What follows belongs to an exercise in optimizing a design on an open flow for small area; a production flow would make more cautious choices.
In this exercise RTL edits were held to simulation tests only and were not proved equivalent to the original.
No activity file was given, so power comes from the tool's default toggle rates.

`flow/config.mk`:
```
export PLATFORM = sky130hd
export DESIGN_NAME = butterfly_full
export DESIGN_NICKNAME = butterfly_full
export VERILOG_FILES = /design/flow/design.v
export SDC_FILE = /design/flow/constraint.sdc
export NUM_CORES = 4
export LEC_CHECK = 0
export CAP_MARGIN = 20
export CORE_MARGIN = 2
export CORE_UTILIZATION = 60
export CTS_BUF_LIST = sky130_fd_sc_hd__clkbuf_8
export CTS_CLUSTER_DIAMETER = 60
export CTS_CLUSTER_SIZE = 16
export GPL_ROUTABILITY_DRIVEN = 0
export GPL_TIMING_DRIVEN = 0
export PLACE_DENSITY = 0.75
export SLEW_MARGIN = 20
```
`flow/constraint.sdc`:
```
create_clock -name core_clock -period 16.0 [get_ports {clk}]
set_input_delay 3.2000 -clock core_clock [delete_from_list [all_inputs] [get_ports {clk}]]
set_output_delay 3.2000 -clock core_clock [all_outputs]
set_load 0.01 [all_outputs]
```
`flow/design.v`:
```
`timescale 1ns / 1ps
module butterfly_full(
    input clk,
    input rstn,
    input CE,
    input [31:0] x0_re_i,
    input [31:0] x0_im_i,
    input [31:0] x1_re_i,
    input [31:0] x1_im_i,
    input [9:0] w_re_i,
    input [9:0] w_im_i,
    output reg [31:0] X0_re_o,
    output reg [31:0] X0_im_o,
    output reg [31:0] X1_re_o,
    output reg [31:0] X1_im_o
    );
function automatic [33:0] rca32;    
    input [31:0] a;
    input [31:0] b;
    input        cin;
    integer i;
    reg c;
    reg [31:0] s;
    reg c31;
    begin
        c = cin;
        c31 = 1'b0;
        for (i = 0; i < 32; i = i + 1) begin
            s[i] = a[i] ^ b[i] ^ c;
            if (i == 31) c31 = c;
            c = (a[i] & b[i]) | (c & (a[i] ^ b[i]));
        end
        rca32 = {c31, c, s};
    end
endfunction
reg [1:0] ph;
always @(posedge clk or negedge rstn) begin
    if (!rstn) ph <= 2'd0;
    else       ph <= ph + 2'd1;
end
wire [31:0] mx = ph[0] ? x1_im_i : x1_re_i;
wire [9:0]  mw = (ph[0] ^ ph[1]) ? w_im_i : w_re_i;
wire        flip = (ph == 2'd1);           
wire        w_m512 = (mw == 10'h200);      
wire [10:0] wb = {mw, 1'b0};
reg  [4:0]  b_neg, b_one, b_two;
integer k;
always @* begin
    for (k = 0; k < 5; k = k + 1) begin
        b_one[k] = wb[2*k+1] ^ wb[2*k];
        b_two[k] = (wb[2*k+2] & ~wb[2*k+1] & ~wb[2*k]) | (~wb[2*k+2] & wb[2*k+1] & wb[2*k]);
        b_neg[k] = wb[2*k+2];
    end
    b_neg[4] = wb[10] & ~w_m512;
    b_neg = b_neg ^ {5{flip}};
end
wire [31:0] mx1 = {mx[30:0], 1'b0};
wire [31:0] pp0 = ((mx & {32{b_one[0]}}) | (mx1 & {32{b_two[0]}})) ^ {32{b_neg[0]}};
wire [31:0] pp1 = (((mx & {32{b_one[1]}}) | (mx1 & {32{b_two[1]}})) ^ {32{b_neg[1]}}) << 2;
wire [31:0] pp2 = (((mx & {32{b_one[2]}}) | (mx1 & {32{b_two[2]}})) ^ {32{b_neg[2]}}) << 4;
wire [31:0] pp3 = (((mx & {32{b_one[3]}}) | (mx1 & {32{b_two[3]}})) ^ {32{b_neg[3]}}) << 6;
wire [31:0] pp4 = (((mx & {32{b_one[4]}}) | (mx1 & {32{b_two[4]}})) ^ {32{b_neg[4]}}) << 8;
wire [4:0] lsb = b_one & {5{mx[0]}};
wire [4:0] crb = b_neg & ~lsb;
wire lsb0 = lsb[0], lsb1 = lsb[1], lsb2 = lsb[2], lsb3 = lsb[3], lsb4 = lsb[4];
wire cr0 = crb[0], cr1 = crb[1], cr2 = crb[2], cr3 = crb[3], cr4 = crb[4];
wire mt_s0 = pp0[1] ^ cr0;
wire mt_c0 = pp0[1] & cr0;
wire mt_s1 = lsb1 ^ pp0[2] ^ mt_c0;
wire mt_c1 = (lsb1 & pp0[2]) | (mt_c0 & (lsb1 ^ pp0[2]));
wire mt_s2 = pp0[3] ^ pp1[3] ^ cr1;
wire mt_c2 = (pp0[3] & pp1[3]) | (cr1 & (pp0[3] ^ pp1[3]));
wire mt_s3 = mt_s2 ^ mt_c1;
wire mt_c3 = mt_s2 & mt_c1;
wire mt_s4 = lsb2 ^ pp0[4] ^ pp1[4];
wire mt_c4 = (lsb2 & pp0[4]) | (pp1[4] & (lsb2 ^ pp0[4]));
wire mt_s5 = mt_s4 ^ mt_c2 ^ mt_c3;
wire mt_c5 = (mt_s4 & mt_c2) | (mt_c3 & (mt_s4 ^ mt_c2));
wire mt_s6 = pp0[5] ^ pp1[5] ^ pp2[5];
wire mt_c6 = (pp0[5] & pp1[5]) | (pp2[5] & (pp0[5] ^ pp1[5]));
wire mt_s7 = cr2 ^ mt_c4 ^ mt_s6;
wire mt_c7 = (cr2 & mt_c4) | (mt_s6 & (cr2 ^ mt_c4));
wire mt_s8 = mt_s7 ^ mt_c5;
wire mt_c8 = mt_s7 & mt_c5;
wire mt_s9 = lsb3 ^ pp0[6] ^ pp1[6];
wire mt_c9 = (lsb3 & pp0[6]) | (pp1[6] & (lsb3 ^ pp0[6]));
wire mt_s10 = pp2[6] ^ mt_c6 ^ mt_s9;
wire mt_c10 = (pp2[6] & mt_c6) | (mt_s9 & (pp2[6] ^ mt_c6));
wire mt_s11 = mt_c7 ^ mt_s10 ^ mt_c8;
wire mt_c11 = (mt_c7 & mt_s10) | (mt_c8 & (mt_c7 ^ mt_s10));
wire mt_s12 = pp0[7] ^ pp1[7] ^ pp2[7];
wire mt_c12 = (pp0[7] & pp1[7]) | (pp2[7] & (pp0[7] ^ pp1[7]));
wire mt_s13 = pp3[7] ^ cr3 ^ mt_c9;
wire mt_c13 = (pp3[7] & cr3) | (mt_c9 & (pp3[7] ^ cr3));
wire mt_s14 = mt_s12 ^ mt_c10 ^ mt_s13;
wire mt_c14 = (mt_s12 & mt_c10) | (mt_s13 & (mt_s12 ^ mt_c10));
wire mt_s15 = mt_s14 ^ mt_c11;
wire mt_c15 = mt_s14 & mt_c11;
wire mt_s16 = lsb4 ^ pp0[8] ^ pp1[8];
wire mt_c16 = (lsb4 & pp0[8]) | (pp1[8] & (lsb4 ^ pp0[8]));
wire mt_s17 = pp2[8] ^ pp3[8] ^ mt_c12;
wire mt_c17 = (pp2[8] & pp3[8]) | (mt_c12 & (pp2[8] ^ pp3[8]));
wire mt_s18 = mt_s16 ^ mt_c13 ^ mt_s17;
wire mt_c18 = (mt_s16 & mt_c13) | (mt_s17 & (mt_s16 ^ mt_c13));
wire mt_s19 = mt_c14 ^ mt_s18 ^ mt_c15;
wire mt_c19 = (mt_c14 & mt_s18) | (mt_c15 & (mt_c14 ^ mt_s18));
wire mt_s20 = pp0[9] ^ pp1[9] ^ pp2[9];
wire mt_c20 = (pp0[9] & pp1[9]) | (pp2[9] & (pp0[9] ^ pp1[9]));
wire mt_s21 = pp3[9] ^ pp4[9] ^ cr4;
wire mt_c21 = (pp3[9] & pp4[9]) | (cr4 & (pp3[9] ^ pp4[9]));
wire mt_s22 = mt_c16 ^ mt_s20 ^ mt_s21;
wire mt_c22 = (mt_c16 & mt_s20) | (mt_s21 & (mt_c16 ^ mt_s20));
wire mt_s23 = mt_c17 ^ mt_s22 ^ mt_c18;
wire mt_c23 = (mt_c17 & mt_s22) | (mt_c18 & (mt_c17 ^ mt_s22));
wire mt_s24 = mt_s23 ^ mt_c19;
wire mt_c24 = mt_s23 & mt_c19;
wire mt_s25 = pp0[10] ^ pp1[10] ^ pp2[10];
wire mt_c25 = (pp0[10] & pp1[10]) | (pp2[10] & (pp0[10] ^ pp1[10]));
wire mt_s26 = pp3[10] ^ pp4[10] ^ mt_c20;
wire mt_c26 = (pp3[10] & pp4[10]) | (mt_c20 & (pp3[10] ^ pp4[10]));
wire mt_s27 = mt_s25 ^ mt_c21 ^ mt_s26;
wire mt_c27 = (mt_s25 & mt_c21) | (mt_s26 & (mt_s25 ^ mt_c21));
wire mt_s28 = mt_c22 ^ mt_s27 ^ mt_c23;
wire mt_c28 = (mt_c22 & mt_s27) | (mt_c23 & (mt_c22 ^ mt_s27));
wire mt_s29 = mt_s28 ^ mt_c24;
wire mt_c29 = mt_s28 & mt_c24;
wire mt_s30 = pp0[11] ^ pp1[11] ^ pp2[11];
wire mt_c30 = (pp0[11] & pp1[11]) | (pp2[11] & (pp0[11] ^ pp1[11]));
wire mt_s31 = pp3[11] ^ pp4[11] ^ mt_c25;
wire mt_c31 = (pp3[11] & pp4[11]) | (mt_c25 & (pp3[11] ^ pp4[11]));
wire mt_s32 = mt_s30 ^ mt_c26 ^ mt_s31;
wire mt_c32 = (mt_s30 & mt_c26) | (mt_s31 & (mt_s30 ^ mt_c26));
wire mt_s33 = mt_c27 ^ mt_s32 ^ mt_c28;
wire mt_c33 = (mt_c27 & mt_s32) | (mt_c28 & (mt_c27 ^ mt_s32));
wire mt_s34 = mt_s33 ^ mt_c29;
wire mt_c34 = mt_s33 & mt_c29;
wire mt_s35 = pp0[12] ^ pp1[12] ^ pp2[12];
wire mt_c35 = (pp0[12] & pp1[12]) | (pp2[12] & (pp0[12] ^ pp1[12]));
wire mt_s36 = pp3[12] ^ pp4[12] ^ mt_c30;
wire mt_c36 = (pp3[12] & pp4[12]) | (mt_c30 & (pp3[12] ^ pp4[12]));
wire mt_s37 = mt_s35 ^ mt_c31 ^ mt_s36;
wire mt_c37 = (mt_s35 & mt_c31) | (mt_s36 & (mt_s35 ^ mt_c31));
wire mt_s38 = mt_c32 ^ mt_s37 ^ mt_c33;
wire mt_c38 = (mt_c32 & mt_s37) | (mt_c33 & (mt_c32 ^ mt_s37));
wire mt_s39 = mt_s38 ^ mt_c34;
wire mt_c39 = mt_s38 & mt_c34;
wire mt_s40 = pp0[13] ^ pp1[13] ^ pp2[13];
wire mt_c40 = (pp0[13] & pp1[13]) | (pp2[13] & (pp0[13] ^ pp1[13]));
wire mt_s41 = pp3[13] ^ pp4[13] ^ mt_c35;
wire mt_c41 = (pp3[13] & pp4[13]) | (mt_c35 & (pp3[13] ^ pp4[13]));
wire mt_s42 = mt_s40 ^ mt_c36 ^ mt_s41;
wire mt_c42 = (mt_s40 & mt_c36) | (mt_s41 & (mt_s40 ^ mt_c36));
wire mt_s43 = mt_c37 ^ mt_s42 ^ mt_c38;
wire mt_c43 = (mt_c37 & mt_s42) | (mt_c38 & (mt_c37 ^ mt_s42));
wire mt_s44 = mt_s43 ^ mt_c39;
wire mt_c44 = mt_s43 & mt_c39;
wire mt_s45 = pp0[14] ^ pp1[14] ^ pp2[14];
wire mt_c45 = (pp0[14] & pp1[14]) | (pp2[14] & (pp0[14] ^ pp1[14]));
wire mt_s46 = pp3[14] ^ pp4[14] ^ mt_c40;
wire mt_c46 = (pp3[14] & pp4[14]) | (mt_c40 & (pp3[14] ^ pp4[14]));
wire mt_s47 = mt_s45 ^ mt_c41 ^ mt_s46;
wire mt_c47 = (mt_s45 & mt_c41) | (mt_s46 & (mt_s45 ^ mt_c41));
wire mt_s48 = mt_c42 ^ mt_s47 ^ mt_c43;
wire mt_c48 = (mt_c42 & mt_s47) | (mt_c43 & (mt_c42 ^ mt_s47));
wire mt_s49 = mt_s48 ^ mt_c44;
wire mt_c49 = mt_s48 & mt_c44;
wire mt_s50 = pp0[15] ^ pp1[15] ^ pp2[15];
wire mt_c50 = (pp0[15] & pp1[15]) | (pp2[15] & (pp0[15] ^ pp1[15]));
wire mt_s51 = pp3[15] ^ pp4[15] ^ mt_c45;
wire mt_c51 = (pp3[15] & pp4[15]) | (mt_c45 & (pp3[15] ^ pp4[15]));
wire mt_s52 = mt_s50 ^ mt_c46 ^ mt_s51;
wire mt_c52 = (mt_s50 & mt_c46) | (mt_s51 & (mt_s50 ^ mt_c46));
wire mt_s53 = mt_c47 ^ mt_s52 ^ mt_c48;
wire mt_c53 = (mt_c47 & mt_s52) | (mt_c48 & (mt_c47 ^ mt_s52));
wire mt_s54 = mt_s53 ^ mt_c49;
wire mt_c54 = mt_s53 & mt_c49;
wire mt_s55 = pp0[16] ^ pp1[16] ^ pp2[16];
wire mt_c55 = (pp0[16] & pp1[16]) | (pp2[16] & (pp0[16] ^ pp1[16]));
wire mt_s56 = pp3[16] ^ pp4[16] ^ mt_c50;
wire mt_c56 = (pp3[16] & pp4[16]) | (mt_c50 & (pp3[16] ^ pp4[16]));
wire mt_s57 = mt_s55 ^ mt_c51 ^ mt_s56;
wire mt_c57 = (mt_s55 & mt_c51) | (mt_s56 & (mt_s55 ^ mt_c51));
wire mt_s58 = mt_c52 ^ mt_s57 ^ mt_c53;
wire mt_c58 = (mt_c52 & mt_s57) | (mt_c53 & (mt_c52 ^ mt_s57));
wire mt_s59 = mt_s58 ^ mt_c54;
wire mt_c59 = mt_s58 & mt_c54;
wire mt_s60 = pp0[17] ^ pp1[17] ^ pp2[17];
wire mt_c60 = (pp0[17] & pp1[17]) | (pp2[17] & (pp0[17] ^ pp1[17]));
wire mt_s61 = pp3[17] ^ pp4[17] ^ mt_c55;
wire mt_c61 = (pp3[17] & pp4[17]) | (mt_c55 & (pp3[17] ^ pp4[17]));
wire mt_s62 = mt_s60 ^ mt_c56 ^ mt_s61;
wire mt_c62 = (mt_s60 & mt_c56) | (mt_s61 & (mt_s60 ^ mt_c56));
wire mt_s63 = mt_c57 ^ mt_s62 ^ mt_c58;
wire mt_c63 = (mt_c57 & mt_s62) | (mt_c58 & (mt_c57 ^ mt_s62));
wire mt_s64 = mt_c59 ^ mt_s63;
wire mt_c64 = mt_c59 & mt_s63;
wire mt_s65 = pp0[18] ^ pp1[18] ^ pp2[18];
wire mt_c65 = (pp0[18] & pp1[18]) | (pp2[18] & (pp0[18] ^ pp1[18]));
wire mt_s66 = pp3[18] ^ pp4[18] ^ mt_c60;
wire mt_c66 = (pp3[18] & pp4[18]) | (mt_c60 & (pp3[18] ^ pp4[18]));
wire mt_s67 = mt_s65 ^ mt_c61 ^ mt_s66;
wire mt_c67 = (mt_s65 & mt_c61) | (mt_s66 & (mt_s65 ^ mt_c61));
wire mt_s68 = mt_c62 ^ mt_s67 ^ mt_c63;
wire mt_c68 = (mt_c62 & mt_s67) | (mt_c63 & (mt_c62 ^ mt_s67));
wire mt_s69 = mt_c64 ^ mt_s68;
wire mt_c69 = mt_c64 & mt_s68;
wire mt_s70 = pp0[19] ^ pp1[19] ^ pp2[19];
wire mt_c70 = (pp0[19] & pp1[19]) | (pp2[19] & (pp0[19] ^ pp1[19]));
wire mt_s71 = pp3[19] ^ pp4[19] ^ mt_c65;
wire mt_c71 = (pp3[19] & pp4[19]) | (mt_c65 & (pp3[19] ^ pp4[19]));
wire mt_s72 = mt_s70 ^ mt_c66 ^ mt_s71;
wire mt_c72 = (mt_s70 & mt_c66) | (mt_s71 & (mt_s70 ^ mt_c66));
wire mt_s73 = mt_c67 ^ mt_s72 ^ mt_c68;
wire mt_c73 = (mt_c67 & mt_s72) | (mt_c68 & (mt_c67 ^ mt_s72));
wire mt_s74 = mt_c69 ^ mt_s73;
wire mt_c74 = mt_c69 & mt_s73;
wire mt_s75 = pp0[20] ^ pp1[20] ^ pp2[20];
wire mt_c75 = (pp0[20] & pp1[20]) | (pp2[20] & (pp0[20] ^ pp1[20]));
wire mt_s76 = pp3[20] ^ pp4[20] ^ mt_c70;
wire mt_c76 = (pp3[20] & pp4[20]) | (mt_c70 & (pp3[20] ^ pp4[20]));
wire mt_s77 = mt_s75 ^ mt_c71 ^ mt_s76;
wire mt_c77 = (mt_s75 & mt_c71) | (mt_s76 & (mt_s75 ^ mt_c71));
wire mt_s78 = mt_c72 ^ mt_s77 ^ mt_c73;
wire mt_c78 = (mt_c72 & mt_s77) | (mt_c73 & (mt_c72 ^ mt_s77));
wire mt_s79 = mt_c74 ^ mt_s78;
wire mt_c79 = mt_c74 & mt_s78;
wire mt_s80 = pp0[21] ^ pp1[21] ^ pp2[21];
wire mt_c80 = (pp0[21] & pp1[21]) | (pp2[21] & (pp0[21] ^ pp1[21]));
wire mt_s81 = pp3[21] ^ pp4[21] ^ mt_c75;
wire mt_c81 = (pp3[21] & pp4[21]) | (mt_c75 & (pp3[21] ^ pp4[21]));
wire mt_s82 = mt_s80 ^ mt_c76 ^ mt_s81;
wire mt_c82 = (mt_s80 & mt_c76) | (mt_s81 & (mt_s80 ^ mt_c76));
wire mt_s83 = mt_c77 ^ mt_s82 ^ mt_c78;
wire mt_c83 = (mt_c77 & mt_s82) | (mt_c78 & (mt_c77 ^ mt_s82));
wire mt_s84 = mt_c79 ^ mt_s83;
wire mt_c84 = mt_c79 & mt_s83;
wire mt_s85 = pp0[22] ^ pp1[22] ^ pp2[22];
wire mt_c85 = (pp0[22] & pp1[22]) | (pp2[22] & (pp0[22] ^ pp1[22]));
wire mt_s86 = pp3[22] ^ pp4[22] ^ mt_c80;
wire mt_c86 = (pp3[22] & pp4[22]) | (mt_c80 & (pp3[22] ^ pp4[22]));
wire mt_s87 = mt_s85 ^ mt_c81 ^ mt_s86;
wire mt_c87 = (mt_s85 & mt_c81) | (mt_s86 & (mt_s85 ^ mt_c81));
wire mt_s88 = mt_c82 ^ mt_s87 ^ mt_c83;
wire mt_c88 = (mt_c82 & mt_s87) | (mt_c83 & (mt_c82 ^ mt_s87));
wire mt_s89 = mt_c84 ^ mt_s88;
wire mt_c89 = mt_c84 & mt_s88;
wire mt_s90 = pp0[23] ^ pp1[23] ^ pp2[23];
wire mt_c90 = (pp0[23] & pp1[23]) | (pp2[23] & (pp0[23] ^ pp1[23]));
wire mt_s91 = pp3[23] ^ pp4[23] ^ mt_c85;
wire mt_c91 = (pp3[23] & pp4[23]) | (mt_c85 & (pp3[23] ^ pp4[23]));
wire mt_s92 = mt_s90 ^ mt_c86 ^ mt_s91;
wire mt_c92 = (mt_s90 & mt_c86) | (mt_s91 & (mt_s90 ^ mt_c86));
wire mt_s93 = mt_c87 ^ mt_s92 ^ mt_c88;
wire mt_c93 = (mt_c87 & mt_s92) | (mt_c88 & (mt_c87 ^ mt_s92));
wire mt_s94 = mt_c89 ^ mt_s93;
wire mt_c94 = mt_c89 & mt_s93;
wire mt_s95 = pp0[24] ^ pp1[24] ^ pp2[24];
wire mt_c95 = (pp0[24] & pp1[24]) | (pp2[24] & (pp0[24] ^ pp1[24]));
wire mt_s96 = pp3[24] ^ pp4[24] ^ mt_c90;
wire mt_c96 = (pp3[24] & pp4[24]) | (mt_c90 & (pp3[24] ^ pp4[24]));
wire mt_s97 = mt_s95 ^ mt_c91 ^ mt_s96;
wire mt_c97 = (mt_s95 & mt_c91) | (mt_s96 & (mt_s95 ^ mt_c91));
wire mt_s98 = mt_c92 ^ mt_s97 ^ mt_c93;
wire mt_c98 = (mt_c92 & mt_s97) | (mt_c93 & (mt_c92 ^ mt_s97));
wire mt_s99 = mt_c94 ^ mt_s98;
wire mt_c99 = mt_c94 & mt_s98;
wire mt_s100 = pp0[25] ^ pp1[25] ^ pp2[25];
wire mt_c100 = (pp0[25] & pp1[25]) | (pp2[25] & (pp0[25] ^ pp1[25]));
wire mt_s101 = pp3[25] ^ pp4[25] ^ mt_c95;
wire mt_c101 = (pp3[25] & pp4[25]) | (mt_c95 & (pp3[25] ^ pp4[25]));
wire mt_s102 = mt_s100 ^ mt_c96 ^ mt_s101;
wire mt_c102 = (mt_s100 & mt_c96) | (mt_s101 & (mt_s100 ^ mt_c96));
wire mt_s103 = mt_c97 ^ mt_s102 ^ mt_c98;
wire mt_c103 = (mt_c97 & mt_s102) | (mt_c98 & (mt_c97 ^ mt_s102));
wire mt_s104 = mt_c99 ^ mt_s103;
wire mt_c104 = mt_c99 & mt_s103;
wire mt_s105 = pp0[26] ^ pp1[26] ^ pp2[26];
wire mt_c105 = (pp0[26] & pp1[26]) | (pp2[26] & (pp0[26] ^ pp1[26]));
wire mt_s106 = pp3[26] ^ pp4[26] ^ mt_c100;
wire mt_c106 = (pp3[26] & pp4[26]) | (mt_c100 & (pp3[26] ^ pp4[26]));
wire mt_s107 = mt_s105 ^ mt_c101 ^ mt_s106;
wire mt_c107 = (mt_s105 & mt_c101) | (mt_s106 & (mt_s105 ^ mt_c101));
wire mt_s108 = mt_c102 ^ mt_s107 ^ mt_c103;
wire mt_c108 = (mt_c102 & mt_s107) | (mt_c103 & (mt_c102 ^ mt_s107));
wire mt_s109 = mt_c104 ^ mt_s108;
wire mt_c109 = mt_c104 & mt_s108;
wire mt_s110 = pp0[27] ^ pp1[27] ^ pp2[27];
wire mt_c110 = (pp0[27] & pp1[27]) | (pp2[27] & (pp0[27] ^ pp1[27]));
wire mt_s111 = pp3[27] ^ pp4[27] ^ mt_c105;
wire mt_c111 = (pp3[27] & pp4[27]) | (mt_c105 & (pp3[27] ^ pp4[27]));
wire mt_s112 = mt_s110 ^ mt_c106 ^ mt_s111;
wire mt_c112 = (mt_s110 & mt_c106) | (mt_s111 & (mt_s110 ^ mt_c106));
wire mt_s113 = mt_c107 ^ mt_s112 ^ mt_c108;
wire mt_c113 = (mt_c107 & mt_s112) | (mt_c108 & (mt_c107 ^ mt_s112));
wire mt_s114 = mt_c109 ^ mt_s113;
wire mt_c114 = mt_c109 & mt_s113;
wire mt_s115 = pp0[28] ^ pp1[28] ^ pp2[28];
wire mt_c115 = (pp0[28] & pp1[28]) | (pp2[28] & (pp0[28] ^ pp1[28]));
wire mt_s116 = pp3[28] ^ pp4[28] ^ mt_c110;
wire mt_c116 = (pp3[28] & pp4[28]) | (mt_c110 & (pp3[28] ^ pp4[28]));
wire mt_s117 = mt_s115 ^ mt_c111 ^ mt_s116;
wire mt_c117 = (mt_s115 & mt_c111) | (mt_s116 & (mt_s115 ^ mt_c111));
wire mt_s118 = mt_c112 ^ mt_s117 ^ mt_c113;
wire mt_c118 = (mt_c112 & mt_s117) | (mt_c113 & (mt_c112 ^ mt_s117));
wire mt_s119 = mt_c114 ^ mt_s118;
wire mt_c119 = mt_c114 & mt_s118;
wire mt_s120 = pp0[29] ^ pp1[29] ^ pp2[29];
wire mt_c120 = (pp0[29] & pp1[29]) | (pp2[29] & (pp0[29] ^ pp1[29]));
wire mt_s121 = pp3[29] ^ pp4[29] ^ mt_c115;
wire mt_c121 = (pp3[29] & pp4[29]) | (mt_c115 & (pp3[29] ^ pp4[29]));
wire mt_s122 = mt_s120 ^ mt_c116 ^ mt_s121;
wire mt_c122 = (mt_s120 & mt_c116) | (mt_s121 & (mt_s120 ^ mt_c116));
wire mt_s123 = mt_c117 ^ mt_s122 ^ mt_c118;
wire mt_c123 = (mt_c117 & mt_s122) | (mt_c118 & (mt_c117 ^ mt_s122));
wire mt_s124 = mt_c119 ^ mt_s123;
wire mt_c124 = mt_c119 & mt_s123;
wire mt_s125 = pp0[30] ^ pp1[30] ^ pp2[30];
wire mt_c125 = (pp0[30] & pp1[30]) | (pp2[30] & (pp0[30] ^ pp1[30]));
wire mt_s126 = pp3[30] ^ pp4[30] ^ mt_c120;
wire mt_c126 = (pp3[30] & pp4[30]) | (mt_c120 & (pp3[30] ^ pp4[30]));
wire mt_s127 = mt_s125 ^ mt_c121 ^ mt_s126;
wire mt_c127 = (mt_s125 & mt_c121) | (mt_s126 & (mt_s125 ^ mt_c121));
wire mt_s128 = mt_c122 ^ mt_s127 ^ mt_c123;
wire mt_c128 = (mt_c122 & mt_s127) | (mt_c123 & (mt_c122 ^ mt_s127));
wire mt_s129 = mt_c124 ^ mt_s128;
wire mt_c129 = mt_c124 & mt_s128;
wire mt_s130 = pp0[31] ^ pp1[31] ^ pp2[31];
wire mt_s131 = pp3[31] ^ pp4[31] ^ mt_c125;
wire mt_s132 = mt_s130 ^ mt_c126 ^ mt_s131;
wire mt_s133 = mt_c127 ^ mt_s132 ^ mt_c128;
wire mt_s134 = mt_c129 ^ mt_s133;
wire [31:0] prod = {mt_s134, mt_s129, mt_s124, mt_s119, mt_s114, mt_s109, mt_s104, mt_s99, mt_s94, mt_s89, mt_s84, mt_s79, mt_s74, mt_s69, mt_s64, mt_s59, mt_s54, mt_s49, mt_s44, mt_s39, mt_s34, mt_s29, mt_s24, mt_s19, mt_s15, mt_s11, mt_s8, mt_s5, mt_s3, mt_s1, mt_s0, lsb0};
reg [31:0] pa;
reg [23:0] pb_hi;
reg        zlo_c, zlo_nz;
wire [33:0] zlo_r = rca32({24'd0, pa[7:0]}, {24'd0, prod[7:0]}, 1'b0);
wire [8:0] zlo = zlo_r[8:0];
always @(posedge clk) begin
    pa     <= prod;
    pb_hi  <= pa[31:8];
    zlo_c  <= zlo[8];
    zlo_nz <= |zlo[7:0];
end
wire        zim  = ~ph[1];
wire [23:0] zr;                       
wire [33:0] zr_r = rca32({8'd0, pb_hi}, {8'd0, pa[31:8]}, zlo_c);
assign zr = zr_r[23:0];
wire        ii_nonneg = pa[31] & (|pa[30:0]);
wire        sat_neg = pb_hi[23] & pa[31] & ~zr[23] & (zim | ii_nonneg);
wire        sat_pos = zim & ~pb_hi[23] & ~pa[31] & zr[23];
wire        sat = sat_neg | sat_pos;
wire [23:0] zq = sat ? {~zr[23], {23{zr[23]}}} : zr;
wire        zrnd = zr[23] & zlo_nz & ~sat_pos;
reg [23:0] zs_re, zs_im;
reg        rn_re, rn_im;
always @(posedge clk) begin
    if (ph == 2'd2) begin
        zs_re <= zq;
        rn_re <= zrnd;
    end
    if (ph == 2'd0) begin
        zs_im <= zq;
        rn_im <= zrnd;
    end
end
function automatic [32:0] add_sx;
    input [31:0] x;
    input [22:0] y;
    input        ys;
    input        cin;
    reg [33:0] lo;
    reg        c23, all1, all0, c;
    reg [31:0] r;
    integer i;
    begin
        lo = rca32({9'd0, x[22:0]}, {9'd0, y}, cin);
        c23 = lo[23];
        r = lo[31:0];
        all1 = 1'b1;
        all0 = 1'b1;
        for (i = 23; i < 32; i = i + 1) begin
            c = ys ? (c23 | ~all0) : (c23 & all1);
            r[i] = x[i] ^ ys ^ c;
            all1 = all1 & x[i];
            all0 = all0 & ~x[i];
        end
        add_sx = {c23, r};
    end
endfunction
wire [32:0] a0r = add_sx(x0_re_i,  zs_re[22:0],  zs_re[23],  rn_re);
wire [32:0] a0i = add_sx(x0_im_i,  zs_im[22:0],  zs_im[23],  rn_im);
wire [32:0] a1r = add_sx(x0_re_i, ~zs_re[22:0], ~zs_re[23], ~rn_re);
wire [32:0] a1i = add_sx(x0_im_i, ~zs_im[22:0], ~zs_im[23], ~rn_im);
wire re_hi1 = &x0_re_i[30:23], re_hi0 = ~|x0_re_i[30:23];
wire im_hi1 = &x0_im_i[30:23], im_hi0 = ~|x0_im_i[30:23];
wire p0r = ~zs_re[23] & ~x0_re_i[31] & re_hi1 &  a0r[32];
wire n0r =  zs_re[23] &  x0_re_i[31] & re_hi0 & ~a0r[32];
wire p0i = ~zs_im[23] & ~x0_im_i[31] & im_hi1 &  a0i[32];
wire n0i =  zs_im[23] &  x0_im_i[31] & im_hi0 & ~a0i[32];
wire n1r = ~zs_re[23] & x0_re_i[31] & re_hi0 & ~a1r[32];
wire n1i = ~zs_im[23] & x0_im_i[31] & im_hi0 & ~a1i[32];
wire [31:0] X0_re = p0r ? 32'h7fffffff : n0r ? 32'h80000000 : a0r[31:0];
wire [31:0] X0_im = p0i ? 32'h7fffffff : n0i ? 32'h80000000 : a0i[31:0];
wire [31:0] X1_re = n1r ? 32'h80000000 : a1r[31:0];
wire [31:0] X1_im = n1i ? 32'h80000000 : a1i[31:0];
always @(posedge clk or negedge rstn) begin
    if (!rstn) begin
        X0_re_o <= 32'd0;
        X0_im_o <= 32'd0;
        X1_re_o <= 32'd0;
        X1_im_o <= 32'd0;
    end
    else if (CE) begin
        X0_re_o <= X0_re;
        X0_im_o <= X0_im;
        X1_re_o <= X1_re;
        X1_im_o <= X1_im;
    end
end
endmodule
```
`flow/flow/run.sh`:
```
#!/bin/bash
# The standard layout, with the smallest buffer cell for the port buffers.
set -euo pipefail
bash standard.sh BUFFER_PORTS_ARGS="-buffer_cell sky130_fd_sc_hd__buf_1" finish > standard_flow.log 2>&1
```
`flow/standard.sh`:
```
#!/bin/bash
# synth_recipe.tcl (not shown) runs the flow's synth.tcl, then flattens the netlist and writes it again
# the make line also repeats each setting of config.mk as NAME=value (left out here)
make -C /OpenROAD-flow-scripts/flow DESIGN_CONFIG=/design/flow/config.mk WORK_HOME=/design/flow/orfs CLKGATE_MAP_FILE= SYNTH_SCRIPT=/design/flow/synth_recipe.tcl "${@:-finish}"
```
==> results by group, run 1 <==
Timing
  – Worst slew margin: 46.2%
  – Crit path time final: roughly 16 ns
  – Fin Hold WS: ~0.37 ns
  – Fmax: approximately 0.064 GHz
  – # setup viols final: 0
  – Slew @ Worst Pin: ~0.81 ns
  – Final Max Tran Viols: 0
  – Fin Clk Skew: roughly 0.019 ns
  – Fin crit share: 97.2%
  – Endpoints failing hold: 0
  – Setup_tns: 0 ns

Placement
  – Detail Placement HPWL: 36.9 mm
  – I/O Buffers: ~270

Detailed routing
  – First-pass DRT Iterations: 6
  – DRC: 0
  – Via Count: between 10000 and 15000
  – Vias per cell: 5.71
  – Drt total wl: 46.1 mm
  – Drt wl/cell: 19.0 microns
  – DRT antenna net count: 0
  – Drt first-iter violations: between 1000 and 1500

Floorplan
  – Initial core utilization: 60.4%
  – Height of the chip: approximately 180 microns
  – Die X-Extent: about 180 microns
  – I/O pins: 279
  – # rows: 64
  – Core area: 30300 sq um
  – Full die area: about 32000 sq um

Power and ir drop
  – P per Cell Area: roughly 160 nW/um^2
  – Peak supply drop: between 90 and 100 uV
  – P_leak: roughly 8.6 nW

Critical path
  – Largest stage delay, worst path: 0.51 ns
  – R2R setup slack: 0.96 ns
  – Worst reg2reg endpoint: pa[31]
  – Crit path max-delay family: adder cells
  – R2R Path Start: ph[0]
  – Crit path buffers/inverters: 3
  – Crit path DAT: 15.92 ns
  – CP Launch Point: w_im_i[5]
  – Slowest cell on crit path: fa_1
  – CP max FO: 10
  – Crit. path cell count: 38
  – R2R cell count: 48
  – Critical Path End: pa[31]
  – Kind of critical path: primary input to flop
  – CP dominant cell by count: fa_1
  – Worst path required time: roughly 16 ns
  – Worst Setup End Kind: flop
  – Element type at the critical path start: primary input

Final layout
  – Most frequent cells in the layout: 272 x buf_1, 233 x inv_1, 222 x fa_1
  – Nets@finish: roughly 2400
  – Commonest non-fill, non-tap cell in the layout: buf_1
  – Synthesis-to-finish area growth: 11.8%
  – Share of cells above drive strength 1: 6.50%
  – Number of fill cells: between 2000 and 2500

Yosys
  – Largest family of logic cells by synthesized area: adder cells
  – Post-synth cell types: 64
  – Flops & latches, synth: ~240
  – Synth Cell Area: around 18000 sq um
  – Ys async rst share: a little over half
  – Synthesized area per cell: between 10 and 15 sq um
  – Synth warn: 1
  – Post-Synth XOR/XNOR Area: 10.8%
  – Post-synthesis sequential area ratio: approximately 32%
  – Post-synth EDFFs: 50
  – Prevailing post-synth register cell: dfrtp_1
  – Synth Net Count: ~2100
  – Mux contribution to synthesized area: 3.12%
  – Synth Area in Compound Gates: 12.6%
  – Simple-gate portion of the synthesized area: between 6 and 7%
  – Adder-cell area share of the yosys netlist: a little over a quarter
  – Mapped Cells: ~1700

GRT
  – Overall Global Routing Usage: 29.0%
  – Largest net degree at the start of global routing: 33
  – Grt ovf: 0
  – Vias in the first global route: about 14000
  – Global-route wire length before repair: between 70 and 80 mm
  – Antenna violations before repair: 1

Clock network
  – CTS Buf Count: 18
  – Max clock buf depth: 3
  – H-tree depth: 1
  – CTS clk-pin slew, worst paths: about 0.1 ns
  – CTS root buf: clkbuf_8
  – Hold Buf Count CTS: 0
  – Worst skew pair latency: roughly 0.53 ns
  – # clock sinks: roughly 240
  – CTS tree: yes

Run
  – Max-Cap Viols: 0

Status
  – Status: finished clean

Worst hold path
  – Worst hold path class: flop to flop
## worst register-to-register path, delay by kind of cell, from the launching register on
family / cells / cell delay, ns
simple gates: 1 / 0.07
compound gates: 2 / 0.32
flops: 1 / 0.43
fa+ha+maj: 27 / 10.59
buf+inv: 10 / 1.93
mux: 1 / 0.23
xor+xnor: 7 / 1.35
## worst min path at each step
stage                from  endpoint  depth (start not counted)
finish              pa[8]  pb_hi[0]                          0
detailed placement  pa[8]  pb_hi[0]                          0
floorplan           pa[8]  pb_hi[0]                          0
CTS                 pa[8]  pb_hi[0]                          0
global route        pa[8]  pb_hi[0]                          0
global placement    pa[8]  pb_hi[0]                          0
## logic make-up (layout without fill, tap and decap cells)
group | count (synthesis) | count (layout)
mux | 51 | 52
buf+inv | 324 | 635
xor+xnor | 219 | 219
compound gates | 344 | 344
other cells | 0 | 1
simple gates | 277 | 277
fa+ha+maj | 265 | 265
flops | 238 | 238
## where the power goes
part	internal (mW)	total (mW)	leakage, nW	switching, mW
Combinational	0.777	1.89	5.96	1.11
Clock	0.111	0.301	0.206	0.190
Sequential	0.904	1.01	2.45	0.108
## per-layer routing
metal / routed length (microns) / share of wire (%) / GRT usage (%) / vias to the layer above
met5: 0 / 0 / 0 / -
met4: 1730 / 3.8 / 10.8 / 0
met3: 3000 / 6.5 / 2.57 / 117
met2: 23400 / 51 / 51.2 / 614
met1: 17900 / 39 / 37.4 / 6862
li1: - / - / - / 6275
## cell usage after synthesis (3+ instances only)
cell | instances | area share [%]
fa_1 | 228 | 25
inv_1 | 220 | 4.5
dfrtp_1 | 130 | 18
xor2_1 | 125 | 6.0
nand2_1 | 120 | 2.5
o21ai_0 | 107 | 2.9
a22oi_1 | 101 | 4.1
xnor2_1 | 90 | 4.3
nor2_1 | 81 | 1.7
clkbuf_1 | 70 | 1.4
o22a_1 | 62 | 3.0
dfxtp_1 | 58 | 6.3
edfxtp_1 | 50 | 8.2
ha_1 | 37 | 2.5
mux2_2 | 33 | 2.0
o22ai_1 | 31 | 1.1
buf_2 | 21 | 0.57
a21oi_1 | 19 | 0.52
nor3_1 | 19 | 0.52
mux2i_1 | 15 | 0.82
nor4_1 | 9 | 0.31
a31oi_1 | 7 | 0.24
nand3_1 | 6 | 0.16
nand4_1 | 6 | 0.20
nor2b_1 | 6 | 0.20
buf_6 | 5 | 0.31
nand2b_1 | 5 | 0.17
and3_1 | 4 | 0.14
buf_1 | 4 | 0.082
or4_1 | 4 | 0.16
and2_1 | 3 | 0.10
buf_4 | 3 | 0.12
## through the flow
stage	worst slack [ns]	area [sq um]	utilization, %	instances	power, mW
floorplan	0.138	18300	-	1718	2.28
global placement	-1.39	19800	65.4	2383	2.82
detailed placement	-1.49	19900	65.7	2387	2.91
CTS	0.0437	20400	67.2	2424	3.23
global route	-0.0197	20500	67.6	2427	3.53
finish	0.448	20500	67.6	2427	3.20
## repair_timing
| action | in CTS | in global routing |
|---|---|---|
| setup buffers | 6 | 2 |
| endpoints found under the setup margin | 1 | 1 |
| pin swaps | 3 | 4 |
| hold endpoints to repair | 0 | 0 |
| cloned | 1 | 0 |
| resized for setup | 23 | 30 |
## layout make-up
type / count / area (sq um) / area share [%]
multi-input combinational: 1157 / 11300 / 55.0
sequential: 238 / 5920 / 28.9
timing repair buffer: 281 / 1160 / 5.65
inverter: 221 / 830 / 4.05
buffer: 101 / 508 / 2.48
tap: 396 / 495 / 2.42
clock buffer: 19 / 262 / 1.28
clock inverter: 13 / 48.8 / 0.238
antenna: 1 / 2.50 / 0.0122
## sequential cells by signal, summed over array words and instances, names as in the netlist
signal / count
X1_im_o: 32
X1_re_o: 32
pb_hi: 24
pa: 32
rn_im: 1
zs_im: 24
X0_re_o: 32
zlo_c: 1
rn_re: 1
ph: 2
zs_re: 24
zlo_nz: 1
X0_im_o: 32
==> inputs of run 2 (changes only) <==
--- a/flow/config.mk
+++ b/flow/config.mk
@@ -12,6 +12,4 @@
 export CTS_CLUSTER_DIAMETER = 60
 export CTS_CLUSTER_SIZE = 16
-export GPL_ROUTABILITY_DRIVEN = 0
-export GPL_TIMING_DRIVEN = 0
 export PLACE_DENSITY = 0.75
 export SLEW_MARGIN = 20
==> results by group, run 2 <==
Status
  – Status: finished clean

Timing
  – Worst slew margin: 36.8% (-9.4 points)
  – Crit path time final: 15.53 ns (-0.0171 ns)
  – Slew @ Worst Pin: 0.947 ns (+0.141 ns)
  – Endpoints failing hold: 0 (unchanged)
  – Final Max Tran Viols: 0 (unchanged)
  – Fin Hold WS: 0.384 ns (+0.0116 ns)
  – Fin Clk Skew: 0.0219 ns (+0.00281 ns)
  – Fmax: 0.0644 GHz (+0.11%)
  – Unrepaired setup endpoints after global routing: false
  – # setup viols final: 0 (unchanged)
  – Fin crit share: 97.1% (-0.11 points)

GRT
  – Antenna violations before repair: 3 (+2)
  – Grt ovf: 0 (unchanged)
  – Met2 Use GR: 48.6% (-2.6 points)
  – Global-route met3 utilization: 3.10% (+0.53 points)
  – Largest net degree at the start of global routing: 84 (+150%)
  – Global-route wire length before repair: 70.4 mm (-3.3%)
  – GRT met1 Usage: 36.9% (-0.45 points)
  – Overall Global Routing Usage: 28.1% (-0.92 points)
  – Vias in the first global route: 13600 (-4.6%)
  – GR peak layer: met2

Detailed routing
  – Via Count: 13500 (-3.0%)
  – Drt first-iter violations: 1115 (+1.2%)
  – Drt total wl: 44.4 mm (-3.6%)
  – Vias per cell: 5.67 (-0.71%)
  – Drt wl/cell: 18.7 microns (-1.3%)
  – DRC: 0 (unchanged)
  – DRT antenna net count: 0 (unchanged)
  – First-pass DRT Iterations: 6 (unchanged)

Floorplan
  – Height of the chip: 179 microns (unchanged)
  – Initial core utilization: 60.4% (unchanged)
  – Full die area: 32000 sq um (unchanged)
  – # rows: 64 (unchanged)
  – I/O pins: 279 (unchanged)
  – Die X-Extent: 179 microns (unchanged)
  – Core area: 30300 sq um (unchanged)

Critical path
  – CP dominant cell by count: fa_1
  – Worst Setup End Kind: flop
  – R2R Path Start: ph[1]
  – Element type at the critical path start: primary input
  – Worst reg2reg endpoint: pa[31]
  – Slowest cell on crit path: fa_1
  – Crit. path cell count: 38 (unchanged)
  – CP max FO: 5 (-5)
  – Worst path required time: 16.39 ns (+0.02 ns)
  – Kind of critical path: primary input to flop
  – Largest stage delay, worst path: 0.49 ns (-0.02 ns)
  – R2R setup slack: 1.90 ns (+0.94 ns)
  – Crit path buffers/inverters: 2 (-1)
  – Crit path max-delay family: adder cells
  – Critical Path End: pa[31]
  – CP Launch Point: w_im_i[1]
  – R2R cell count: 40 (-17%)
  – Crit path DAT: 15.92 ns (about the same)

Power and ir drop
  – Net Switching: 1.39 mW (-1.7%)
  – Comb pwr share: 58.4% (-0.6 points)
  – Peak supply drop: 98.1 uV (-0.59%)
  – Seq pwr share: 32.1% (+0.5 points)
  – Clock power frac: 9.5% (about the same)
  – Switching share of power: 43.7% (-0.36 points)
  – Int Pwr: 1.79 mW (-0.20%)
  – P per Cell Area: 157 nW/um^2 (+0.65%)
  – P_leak: 8.53 nW (-0.97%)
  – Total Power: 3.18 mW (-0.84%)

Final layout
  – Area of the multi-input gates: 11200 sq um (-0.67%)
  – Number of fill cells: 2432 (+0.12%)
  – Nets@finish: 2378 (-2.3%)
  – Most frequent cells in the layout: 276 x buf_1, 232 x inv_1, 227 x fa_1
  – Share of cells above drive strength 1: 6.33% (-0.17 points)
  – Layout Cells excl Fill: 2372 (-2.3%)
  – Synthesis-to-finish area growth: 10.1%
  – Register area: 5920 sq um (unchanged)
  – Post-route core utilization: 66.6% (-1.0 points)
  – Commonest non-fill, non-tap cell in the layout: buf_1
  – Design area: 20200 sq um (-1.5%)

Placement
  – I/O Buffers: 278 (+3.3%)
  – # placed instances: 2336 (-2.1%)
  – RePlAce Congestion: between 0.9 and 1
  – Detail Placement HPWL: 34.6 mm (-6.2%)
  – Dpl cell area: 19800 sq um (-0.51%)

Yosys
  – Prevailing post-synth register cell: dfrtp_1
  – Ranking of synthesized cells by area: fa_1 25%, dfrtp_1 18%, edfxtp_1 8.2%
  – Cell taking the most area after synthesis: fa_1
  – Post-synth EDFFs: 50 (unchanged)
  – Top cell type's share of synthesized area: 24.9% (unchanged)
  – Flops & latches, synth: 238 (unchanged)
  – Synth warn: 1 (unchanged)
  – Ys async rst share: 54.6% (unchanged)
  – Post-synth cell types: 64 (unchanged)
  – Count leader, synth: fa_1
  – Synth cell count leaders: 228 x fa_1, 220 x inv_1, 130 x dfrtp_1
  – Post-synthesis sequential area ratio: 32.3% (unchanged)
  – Synthesized area per cell: 10.7 sq um (unchanged)
  – Synth Net Count: 2134 (unchanged)
  – Synth Cell Area: 18300 sq um (unchanged)
  – Mapped Cells: 1718 (unchanged)

Run
  – Max-Cap Viols: 0 (unchanged)

Worst hold path
  – Worst hold path class: flop to flop
  – Hold path cells: 0 (unchanged)

Clock network
  – CTS Buf Count: 18 (unchanged)
  – CTS tree: yes
  – CTS clk-pin slew, worst paths: 0.10 ns (about the same)
  – Worst skew pair latency: 0.52 ns (about the same)
  – CTS root buf: clkbuf_8
  – H-tree depth: 1 (unchanged)
  – Hold Buf Count CTS: 0 (unchanged)
  – # clock sinks: 238 (unchanged)
  – Max clock buf depth: 3 (unchanged)
run 2: cell counts after synthesis:
No cell type changed its count.
run 2: what timing repair did:
action,4_1_cts,5_1_grt
buffers inserted,0,2
gates resized for setup,0,2
endpoints found under the setup margin,0,1
run 2: area by class of cell:
| type | count | area share (%) |
|---|---|---|
| multi-input cells | 1156 | 55.5 |
| flip-flops and latches | 238 | 29.3 |
| repair buffers | 327 | 7.11 |
| inverters | 221 | 4.11 |
| well taps | 396 | 2.45 |
| clock buffers | 19 | 1.29 |
| clock inverters | 13 | 0.242 |
| diodes | 2 | 0.0248 |
run 2: cells by family after synthesis:
group	Yosys count	share of synthesized area, %
simple gates	277	6.82
flops	238	32.3
compound gates	344	12.6
buf+inv	324	7.04
xor+xnor	219	10.8
mux	51	3.12
fa+ha+maj	265	27.4
run 2: layer usage:
layer | wire [microns] | share of wire (%)
met1 | 17700 | 40
met3 | 3080 | 6.9
met2 | 22100 | 50
met5 | 13 | 0.029
met4 | 1560 | 3.5
run 2: how the worst min path moves through the flow:
stage / start / to / slack [ns]
floorplan: pa[8] / pb_hi[0] / 0.35
global placement: pa[8] / pb_hi[0] / 0.37
detailed placement: pa[8] / pb_hi[0] / 0.38
CTS: pa[8] / pb_hi[0] / 0.39
global route: pa[8] / pb_hi[0] / 0.39
finish: pa[8] / pb_hi[0] / 0.38
run 2: power by group through the flow:
stage	Clock, mW	Sequential, mW	Combinational (mW)
CTS	0.307	1.02	1.87
detailed placement	0	1.03	1.86
global placement	0	1.02	1.77
global route	0.332	1.04	2.14
finish	0.302	1.02	1.85
floorplan	0	1.03	1.25
run 2: metrics by stage:
step,TNS (ns),worst slack (ns)
6_report,0,0.465
5_1_grt,0,0.00574
4_1_cts,0,0.500
3_5_place_dp,-0.0412,-0.0412
3_3_place_gp,0,0.168
2_1_floorplan,0,0.138
==> inputs of run 3 (changes only) <==
--- a/flow/config.mk
+++ b/flow/config.mk
@@ -8,8 +8,8 @@
 export CAP_MARGIN = 20
 export CORE_MARGIN = 2
-export CORE_UTILIZATION = 60
+export CORE_UTILIZATION = 72
 export CTS_BUF_LIST = sky130_fd_sc_hd__clkbuf_8
 export CTS_CLUSTER_DIAMETER = 60
 export CTS_CLUSTER_SIZE = 16
-export PLACE_DENSITY = 0.75
+export PLACE_DENSITY = 0.86
 export SLEW_MARGIN = 20
==> results by group, run 3 <==
GRT
  – Antenna violations before repair: 2 (-1)
  – Largest net degree at the start of global routing: 82 (-2.4%)
  – GRT met1 Usage: 42.9% (+5.9 points)
  – Overall Global Routing Usage: 33.9% (+5.7 points)
  – Vias in the first global route: 14000 (+2.9%)
  – Global-route met3 utilization: 3.05% (-0.049 points)
  – Global-route wire length before repair: 71.0 mm (+0.86%)
  – Grt ovf: 0 (unchanged)
  – GR peak layer: met2
  – Met2 Use GR: 60.5% (+12 points)

Detailed routing
  – DRC: 0 (unchanged)
  – Vias per cell: 6.03 (+6.3%)
  – Drt total wl: 44.8 mm (+0.89%)
  – Drt first-iter violations: 1485 (+33%)
  – Via Count: 13900 (+2.9%)
  – DRT antenna net count: 0 (unchanged)
  – First-pass DRT Iterations: 7 (+1)
  – Drt wl/cell: 19.5 microns (+4.2%)

Clock network
  – CTS Buf Count: 21 (+3)
  – Postcts setup bufs: 0 (unchanged)
  – CTS clk-pin slew, worst paths: 0.10 ns (about the same)
  – Worst skew pair latency: 0.54 ns (+0.02 ns)
  – CTS tree: yes
  – Max clock buf depth: 3 (unchanged)
  – # clock sinks: 238 (unchanged)
  – CTS root buf: clkbuf_8
  – H-tree depth: 1 (unchanged)

Power and ir drop
  – P_leak: 8.48 nW (-0.67%)
  – Seq pwr share: 31.3% (-0.8 points)
  – Int Pwr: 1.83 mW (+2.5%)
  – Comb pwr share: 57.9% (-0.5 points)
  – Switching share of power: 44.0% (+0.35 points)
  – Peak supply drop: 111 uV (+13%)
  – P per Cell Area: 163 nW/um^2 (+3.7%)
  – Clock power frac: 10.7% (+1.2 points)
  – Net Switching: 1.44 mW (+4.0%)

Final layout
  – Most frequent cells in the layout: 276 x buf_1, 228 x fa_1, 226 x inv_1
  – Share of cells above drive strength 1: 6.16% (-0.17 points)
  – Synthesis-to-finish area growth: 9.54%
  – Commonest non-fill, non-tap cell in the layout: buf_1
  – Nets@finish: 2367 (-0.46%)
  – Design area: 20100 sq um (-0.54%)

Critical path
  – Critical Path End: pa[31]
  – Worst path required time: 16.41 ns (+0.02 ns)
  – CP max FO: 4 (-1)
  – R2R cell count: 40 (unchanged)
  – Worst Setup End Kind: flop
  – R2R Path Start: ph[1]
  – Slowest cell on crit path: fa_1
  – CP dominant cell by count: fa_1
  – Crit. path cell count: 39 (+2.6%)
  – CP Launch Point: w_re_i[1]
  – Crit path max-delay family: adder cells
  – Kind of critical path: primary input to flop
  – Worst reg2reg endpoint: pa[31]
  – Element type at the critical path start: primary input
  – Largest stage delay, worst path: 0.49 ns (about the same)
  – Crit path buffers/inverters: 2 (unchanged)
  – R2R setup slack: 1.87 ns (-0.03 ns)
  – Crit path DAT: 15.93 ns (about the same)

Timing
  – Fin crit share: 97.0% (about the same)
  – Fin Hold WS: 0.389 ns (+0.00544 ns)
  – Unrepaired setup endpoints after global routing: false
  – # setup viols final: 0 (unchanged)
  – Setup_tns: 0 ns (unchanged)
  – Fmax: 0.0644 GHz (about the same)
  – Worst slew margin: 32.6% (-4.3 points)
  – Crit path time final: 15.52 ns (-0.0115 ns)
  – Final Max Tran Viols: 0 (unchanged)
  – Slew @ Worst Pin: 1.01 ns (+0.0638 ns)
  – Final worst slack: 0.477 ns (+0.0115 ns)
  – Fin Clk Skew: 0.0206 ns (-0.00126 ns)
  – Endpoints failing hold: 0 (unchanged)

Status
  – Status: finished clean

Yosys
  – Ranking of synthesized cells by area: fa_1 25%, dfrtp_1 18%, edfxtp_1 8.2%
  – Synth cell count leaders: 228 x fa_1, 220 x inv_1, 130 x dfrtp_1
  – Post-synthesis sequential area ratio: 32.3% (unchanged)
  – Top cell type's share of synthesized area: 24.9% (unchanged)
  – Flops & latches, synth: 238 (unchanged)
  – Synthesized area per cell: 10.7 sq um (unchanged)
  – Cell taking the most area after synthesis: fa_1
  – Synth Cell Area: 18300 sq um (unchanged)
  – Count leader, synth: fa_1
  – Ys async rst share: 54.6% (unchanged)
  – Post-synth cell types: 64 (unchanged)
  – Synth warn: 1 (unchanged)
  – Mapped Cells: 1718 (unchanged)
  – Synth Net Count: 2134 (unchanged)
  – Post-synth EDFFs: 50 (unchanged)
  – Prevailing post-synth register cell: dfrtp_1

Floorplan
  – # rows: 58 (-9.4%)
  – Height of the chip: 164 microns (-8.5%)
  – I/O pins: 279 (unchanged)
  – Die X-Extent: 164 microns (-8.5%)
  – Full die area: 26800 sq um (-16%)
  – Initial core utilization: 73.0% (+13 points)
  – Core area: 25100 sq um (-17%)

Placement
  – I/O Buffers: 278 (unchanged)
  – Dpl cell area: 19700 sq um (-0.87%)
  – RePlAce Congestion: 0.939 (-0.88%)
  – Detail Placement HPWL: 34.8 mm (+0.45%)
  – Dpl ws: -0.0461 ns (-0.00487 ns)

Worst hold path
  – Worst hold path class: flop to flop

Run
  – Max-Cap Viols: 0 (unchanged)
[run 3: cell types whose count changed in the layout (fill, tap and decap cells not counted), moves of 2 or more]
cell	delta
buf_4	-14
inv_1	-6
clkinvlp_4	+2
clkbuf_8	+4
[run 3: power by group through the flow]
| stage | registers (mW) | clock network, mW | logic (mW) |
|---|---|---|---|
| after CTS | 1.03 | 0.355 | 1.90 |
| after global placement | 1.03 | 0 | 1.73 |
| after floorplan | 1.03 | 0 | 1.25 |
| after detailed placement | 1.04 | 0 | 1.87 |
| after global routing | 1.05 | 0.375 | 2.15 |
| final | 1.03 | 0.352 | 1.90 |
[run 3: through the flow]
| stage | power (mW) | util (%) | std cells |
|---|---|---|---|
| floorplan | 2.28 | - | 1718 |
| global placement | 2.76 | 78.3 | 2258 |
| detailed placement | 2.91 | 78.3 | 2258 |
| CTS | 3.28 | 79.9 | 2294 |
| global route | 3.57 | 80.0 | 2295 |
| finish | 3.28 | 80.0 | 2296 |
[run 3: cell type report]
class / instances / area, sq um
multi-input combinational: 1156 / 11200
sequential: 238 / 5920
fill: 1539 / 5020
timing repair buffer: 313 / 1320
inverter: 221 / 830
tap: 330 / 413
clock buffer: 23 / 317
clock inverter: 13 / 82.6
antenna: 2 / 5.00
[run 3: per-layer routing]
metal | wire length (microns) | vias up | share of wire (%)
li1 | - | 6129 | -
met1 | 16500 | 6873 | 37
met2 | 23300 | 714 | 52
met3 | 3160 | 135 | 7.1
met4 | 1940 | 0 | 4.3
met5 | 0 | - | 0
[run 3: logic make-up after synthesis]
kind of cell | synth area share (%)
buffers and inverters | 7.04
AOI/OAI and AO/OA | 12.6
adders and majority gates | 27.4
and+or+nand+nor | 6.82
xor gates and xnor gates | 10.8
DFF | 32.3
muxes | 3.12
[run 3: timing repair]
item                       in CTS  in global routing
setup endpoints to repair       0                  1
hold buffers                    0                  0
resized for setup               0                  3
[run 3: worst min-delay path by stage]
stage | from | endpoint | slack, ns | cells past startpoint
floorplan | pa[8] | pb_hi[0] | 0.35 | 0
global placement | pa[8] | pb_hi[0] | 0.37 | 0
detailed placement | pa[8] | pb_hi[0] | 0.37 | 0
CTS | pa[8] | pb_hi[0] | 0.39 | 0
global route | pa[8] | pb_hi[0] | 0.40 | 0
finish | pa[8] | pb_hi[0] | 0.39 | 0
==> inputs of run 4 (changes only) <==
--- a/flow/config.mk
+++ b/flow/config.mk
@@ -6,4 +6,5 @@
 export NUM_CORES = 4
 export LEC_CHECK = 0
+export ABC_AREA = 1
 export CAP_MARGIN = 20
 export CORE_MARGIN = 2
==> results by group, run 4 <==
GRT
  – Global-route wire length before repair: 79.2 mm (+12%)
  – Global-route met3 utilization: 5.80% (+2.8 points)
  – Overall Global Routing Usage: 38.9% (+5.0 points)
  – Grt ovf: 0 (unchanged)
  – Met2 Use GR: 69.3% (+8.8 points)
  – Antenna violations before repair: 1 (-1)
  – Largest net degree at the start of global routing: 84 (+2.4%)
  – GRT met1 Usage: 47.6% (+4.7 points)
  – GR peak layer: met2
  – Vias in the first global route: 15200 (+8.4%)

Clock network
  – Post-CTS Resized: 0 (unchanged)
  – CTS tree: yes
  – CTS clk-pin slew, worst paths: 0.12 ns (+0.02 ns)
  – Worst skew pair latency: 0.55 ns (about the same)
  – Postcts setup bufs: 0 (unchanged)
  – # clock sinks: 238 (unchanged)
  – CTS Buf Count: 19 (-9.5%)
  – CTS root buf: clkbuf_8
  – Hold Buf Count CTS: 0 (unchanged)
  – Max clock buf depth: 3 (unchanged)
  – H-tree depth: 1 (unchanged)

Critical path
  – Largest stage delay, worst path: 0.49 ns (about the same)
  – Worst path required time: 16.43 ns (+0.02 ns)
  – Slowest cell on crit path: fa_1
  – Worst Setup End Kind: flop
  – Element type at the critical path start: primary input
  – R2R cell count: 43 (+7.5%)
  – CP max FO: 4 (unchanged)
  – Kind of critical path: primary input to flop
  – Crit path DAT: 15.68 ns (-0.25 ns)
  – CP dominant cell by count: fa_1

Floorplan
  – # rows: 57 (-1.7%)
  – Core area: 24300 sq um (-3.1%)
  – Height of the chip: 162 microns (-1.2%)
  – Initial core utilization: 73.5% (+0.48 points)
  – I/O pins: 279 (unchanged)
  – Die X-Extent: 162 microns (-1.2%)
  – Full die area: 26100 sq um (-2.4%)

Detailed routing
  – Via Count: 14600 (+5.2%)
  – DRC: 0 (unchanged)
  – Vias per cell: 6.10 (+1.1%)
  – Drt wl/cell: 20.8 microns (+6.3%)
  – Drt first-iter violations: 1575 (+6.1%)
  – First-pass DRT Iterations: 5 (-2)
  – DRT antenna net count: 0 (unchanged)
  – Drt total wl: 49.6 mm (+11%)

Placement
  – RePlAce Congestion: 0.950 (+1.2%)
  – I/O Buffers: 278 (unchanged)
  – Detail Placement HPWL: 37.2 mm (+6.8%)

Yosys
  – Post-synthesis sequential area ratio: 33.1% (+0.83 points)
  – Post-synth cell types: 46 (-28%)
  – Synth Cell Area: 17900 sq um (-2.5%)
  – Count leader, synth: nand2_1
  – Synth cell count leaders: 250 x nand2_1, 235 x inv_1, 228 x fa_1
  – Synth warn: 1 (unchanged)
  – Synthesized area per cell: 10.0 sq um (-6.0%)
  – Synth Net Count: 2198 (+3.0%)
  – Top cell type's share of synthesized area: 25.5% (+0.64 points)
  – Ranking of synthesized cells by area: fa_1 26%, dfrtp_1 18%, edfxtp_1 8.4%
  – Cell taking the most area after synthesis: fa_1
  – Post-synth EDFFs: 50 (unchanged)
  – Ys async rst share: 54.6% (unchanged)
  – Flops & latches, synth: 238 (unchanged)
  – Mapped Cells: 1782 (+3.7%)
  – Prevailing post-synth register cell: dfrtp_1

Timing
  – Unrepaired setup endpoints after global routing: false
  – Endpoints failing hold: 0 (unchanged)
  – Crit path time final: 15.25 ns (-0.273 ns)
  – Fmax: 0.0656 GHz (+1.8%)
  – Fin crit share: 95.3% (-1.7 points)
  – Setup_tns: 0 ns (unchanged)
  – Worst slew margin: 24.6% (-8.0 points)
  – Slew @ Worst Pin: 1.13 ns (+0.118 ns)
  – Fin Clk Skew: 0.0272 ns (+0.00660 ns)
  – # setup viols final: 0 (unchanged)
  – Final Max Tran Viols: 0 (unchanged)

Final layout
  – Most frequent cells in the layout: 276 x buf_1, 250 x nand2_1, 246 x inv_1
  – Commonest non-fill, non-tap cell in the layout: buf_1
  – Nets@finish: 2469 (+4.3%)
  – Share of cells above drive strength 1: 6.34% (+0.18 points)
  – Synthesis-to-finish area growth: 10.2%

Worst hold path
  – Hold path cells: 0 (unchanged)
  – Worst hold path class: flop to flop

Status
  – Status: finished clean

Power and ir drop
  – P per Cell Area: 171 nW/um^2 (+4.9%)
  – Total Power: 3.37 mW (+2.9%)
  – P_leak: 9.23 nW (+8.8%)
  – Peak supply drop: 95.1 uV (-14%)

Run
  – Max-Cap Viols: 0 (unchanged)
-- run 4: cell types whose count changed in the layout (fill, tap and decap cells not counted), moves of 43 or more --
cell,previous run,this run
o22a_1,62,0
a22o_1,2,45
o21ai_0,107,54
xnor2_1,87,11
a22oi_1,101,2
a21oi_1,19,68
nand2_1,119,250
o22ai_1,31,133
-- run 4: final cells by class --
| cell class | instances | area (sq um) |
|---|---|---|
| well taps | 324 | 405 |
| inverters | 243 | 915 |
| multi-input cells | 1218 | 10700 |
| diodes | 1 | 2.50 |
| clock inverters | 15 | 72.6 |
| fillers | 1478 | 4620 |
| flip-flops and latches | 238 | 5920 |
| clock buffers | 19 | 262 |
| repair buffers | 333 | 1470 |
-- run 4: stage by stage --
step	hold WS [ns]	util [%]	cells	area (sq um)	setup WS [ns]
floorplan	0.351	-	1782	17900	0.663
global placement	0.365	79.6	2356	19400	0.421
detailed placement	0.381	79.6	2356	19400	0.302
CTS	0.389	81.0	2390	19700	0.842
global route	0.397	81.0	2391	19700	0.263
finish	0.375	81.0	2391	19700	0.750
-- run 4: logic make-up after synthesis --
kind of cell    synth area share, %
mux                            1.29
flops                          33.1
xor+xnor                       8.87
simple gates                   10.3
compound gates                 11.0
fa+ha+maj                      28.1
buf+inv                        7.30
-- run 4: final timing paths --
check	from	endpoint	slack, ns
min	pa[13]	pb_hi[5]	0.38
max	w_im_i[1]	pa[31]	0.75
min in group asynchronous	rstn	X1_im_o[28]	2.80
min reg2reg	pa[13]	pb_hi[5]	0.38
max in group asynchronous	rstn	X1_re_o[11]	12.05
max reg2reg	ph[0]	pa[31]	2.08
-- run 4: power breakdown --
| group | switching [mW] | total [mW] | internal (mW) |
|---|---|---|---|
| registers | 0.133 | 1.04 | 0.909 |
| clock network | 0.205 | 0.320 | 0.115 |
| logic | 1.20 | 2.01 | 0.812 |
| total | 1.54 | 3.37 | 1.84 |
-- run 4: critical path, delay by kind of cell --
| kind | cells | cell delay [ns] |
|---|---|---|
| buffers and inverters | 4 | 0.24 |
| XOR/XNOR | 5 | 1.00 |
| AO/OA/AOI/OAI | 1 | 0.11 |
| AND/OR/NAND/NOR | 7 | 0.64 |
| adder cells (fa/ha/maj) | 26 | 10.45 |
-- run 4: layer usage --
metal | part of all wire [%] | up-vias | wire, microns
met5 | 0 | - | 0
li1 | - | 6308 | -
met1 | 35 | 7149 | 17500
met2 | 52 | 923 | 25600
met4 | 4.5 | 0 | 2220
met3 | 8.6 | 197 | 4280
==> inputs of run 5 (changes only) <==
--- a/flow/config.mk
+++ b/flow/config.mk
@@ -9,8 +9,8 @@
 export CAP_MARGIN = 20
 export CORE_MARGIN = 2
-export CORE_UTILIZATION = 72
+export CORE_UTILIZATION = 80
 export CTS_BUF_LIST = sky130_fd_sc_hd__clkbuf_8
 export CTS_CLUSTER_DIAMETER = 60
 export CTS_CLUSTER_SIZE = 16
-export PLACE_DENSITY = 0.86
+export PLACE_DENSITY = 0.92
 export SLEW_MARGIN = 20
==> results by group, run 5 <==
Status
  – Stage reached: global routing
  – Status: did not finish
  – Tool Error: [ERROR GRT-0116] Global routing finished with congestion. Check the congestion regions in the DRC Viewer.

Placement
  – Dpl cell area: 19300 sq um (-0.54%)
  – I/O Buffers: 278 (unchanged)
  – Dpl ws: 0.181 ns (-0.122 ns)
  – Detail Placement HPWL: 41.7 mm (+12%)
  – RePlAce Congestion: 1.01 (+5.9%)

Yosys
  – Ys async rst share: 54.6% (unchanged)
  – Top cell type's share of synthesized area: 25.5% (unchanged)
  – Cell taking the most area after synthesis: fa_1
  – Synth warn: 1 (unchanged)
  – Synth Net Count: 2198 (unchanged)
  – Post-synthesis sequential area ratio: 33.1% (unchanged)
  – Prevailing post-synth register cell: dfrtp_1
  – Count leader, synth: nand2_1
  – Synth Cell Area: 17900 sq um (unchanged)
  – Ranking of synthesized cells by area: fa_1 26%, dfrtp_1 18%, edfxtp_1 8.4%
  – Post-synth cell types: 46 (unchanged)
  – Synth cell count leaders: 250 x nand2_1, 235 x inv_1, 228 x fa_1
  – Flops & latches, synth: 238 (unchanged)
  – Post-synth EDFFs: 50 (unchanged)
  – Mapped Cells: 1782 (unchanged)
  – Synthesized area per cell: 10.0 sq um (unchanged)

GRT
  – Largest net degree at the start of global routing: 70
  – Overall Global Routing Usage: around 66%
  – Vias in the first global route: roughly 19000
  – Grt ovf: 8
  – Global-route wire length before repair: ~110 mm

Floorplan
  – Height of the chip: 154 microns (-5.0%)
  – I/O pins: 279 (unchanged)
  – # rows: 54 (-5.3%)
  – Die X-Extent: 154 microns (-5.0%)
  – Initial core utilization: 81.7% (+8.2 points)

Clock network
  – # clock sinks: 238 (unchanged)
  – Max clock buf depth: 3 (unchanged)
  – CTS root buf: clkbuf_8
  – H-tree depth: 1 (unchanged)
  – Postcts setup bufs: 0 (unchanged)
  – Hold Buf Count CTS: 0 (unchanged)
  – CTS Buf Count: 18 (-1)
  – Post-CTS Resized: 0 (unchanged)
## run 5: cells by family after synthesis
group | after synthesis | synth area share [%]
AND/OR/NAND/NOR | 437 | 10.3
XOR/XNOR | 176 | 8.87
buffers and inverters | 326 | 7.30
multiplexers | 23 | 1.29
adder cells (fa/ha/maj) | 265 | 28.1
flip-flops | 238 | 33.1
AO/OA/AOI/OAI | 317 | 11.0
## run 5: layer usage
metal / overflow / GRT usage (%)
met2: 1 / 87.4
met5: 0 / 18.4
met3: 4 / 49.4
met1: 0 / 66.8
met4: 3 / 59.2
## run 5: how the worst max path moves through the flow
stage                    from     end  depth (start not counted)
CTS                 w_im_i[1]  pa[31]                         43
floorplan           w_re_i[3]  pa[31]                         41
global placement    w_im_i[1]  pa[31]                         43
detailed placement  w_im_i[1]  pa[31]                         43
## run 5: through the flow
step                instances  power, mW
global placement         2305       2.81
floorplan                1782       2.33
CTS                      2337       3.63
detailed placement       2305       3.11
## run 5: power by group through the flow
stage               sequential [mW]  clock (mW)  combinational, mW
floorplan                      1.03           0               1.30
global placement               1.03           0               1.78
detailed placement             1.05           0               2.06
CTS                            1.06       0.308               2.26

## afterwards: timing with drivers on the ports
In the flow no input, the clock included, has a driving cell. The finished layouts below were timed again as built, in two steps.
Step 1, drivers: a clkbuf_16 drives clk and a buf_2 each remaining input, both assumed.
Step 2 moves the port delays by t, midway between the first and last clock arrival at a register: inputs arrive t later, outputs are due t later. That takes back most of the time a late clock gives input paths.
a / b / c = ideal ports / drivers / drivers and shift; a / b = the first two.
run	t (ns)	slack for setup (ns)	worst hold slack (ns)	slew at the worst register clock pin (ns)
run 1	0.559	0.448 / 0.473 / -0.086	0.372 / 0.372 / 0.372	0.11 / 0.11
run 2	0.555	0.465 / 0.485 / -0.070	0.384 / 0.384 / 0.384	0.11 / 0.11
run 3	0.566	0.477 / 0.494 / -0.072	0.389 / 0.389 / 0.389	0.11 / 0.11
run 4	0.577	0.750 / 0.757 / 0.181	0.375 / 0.375 / 0.375	0.12 / 0.12
With both steps, setup timing fails in run 1, run 2 and run 3, where it was met with ideal ports. The setup slack of run 4, which loses most, moves by +0.007 ns with the drivers and by -0.569 ns with both steps.
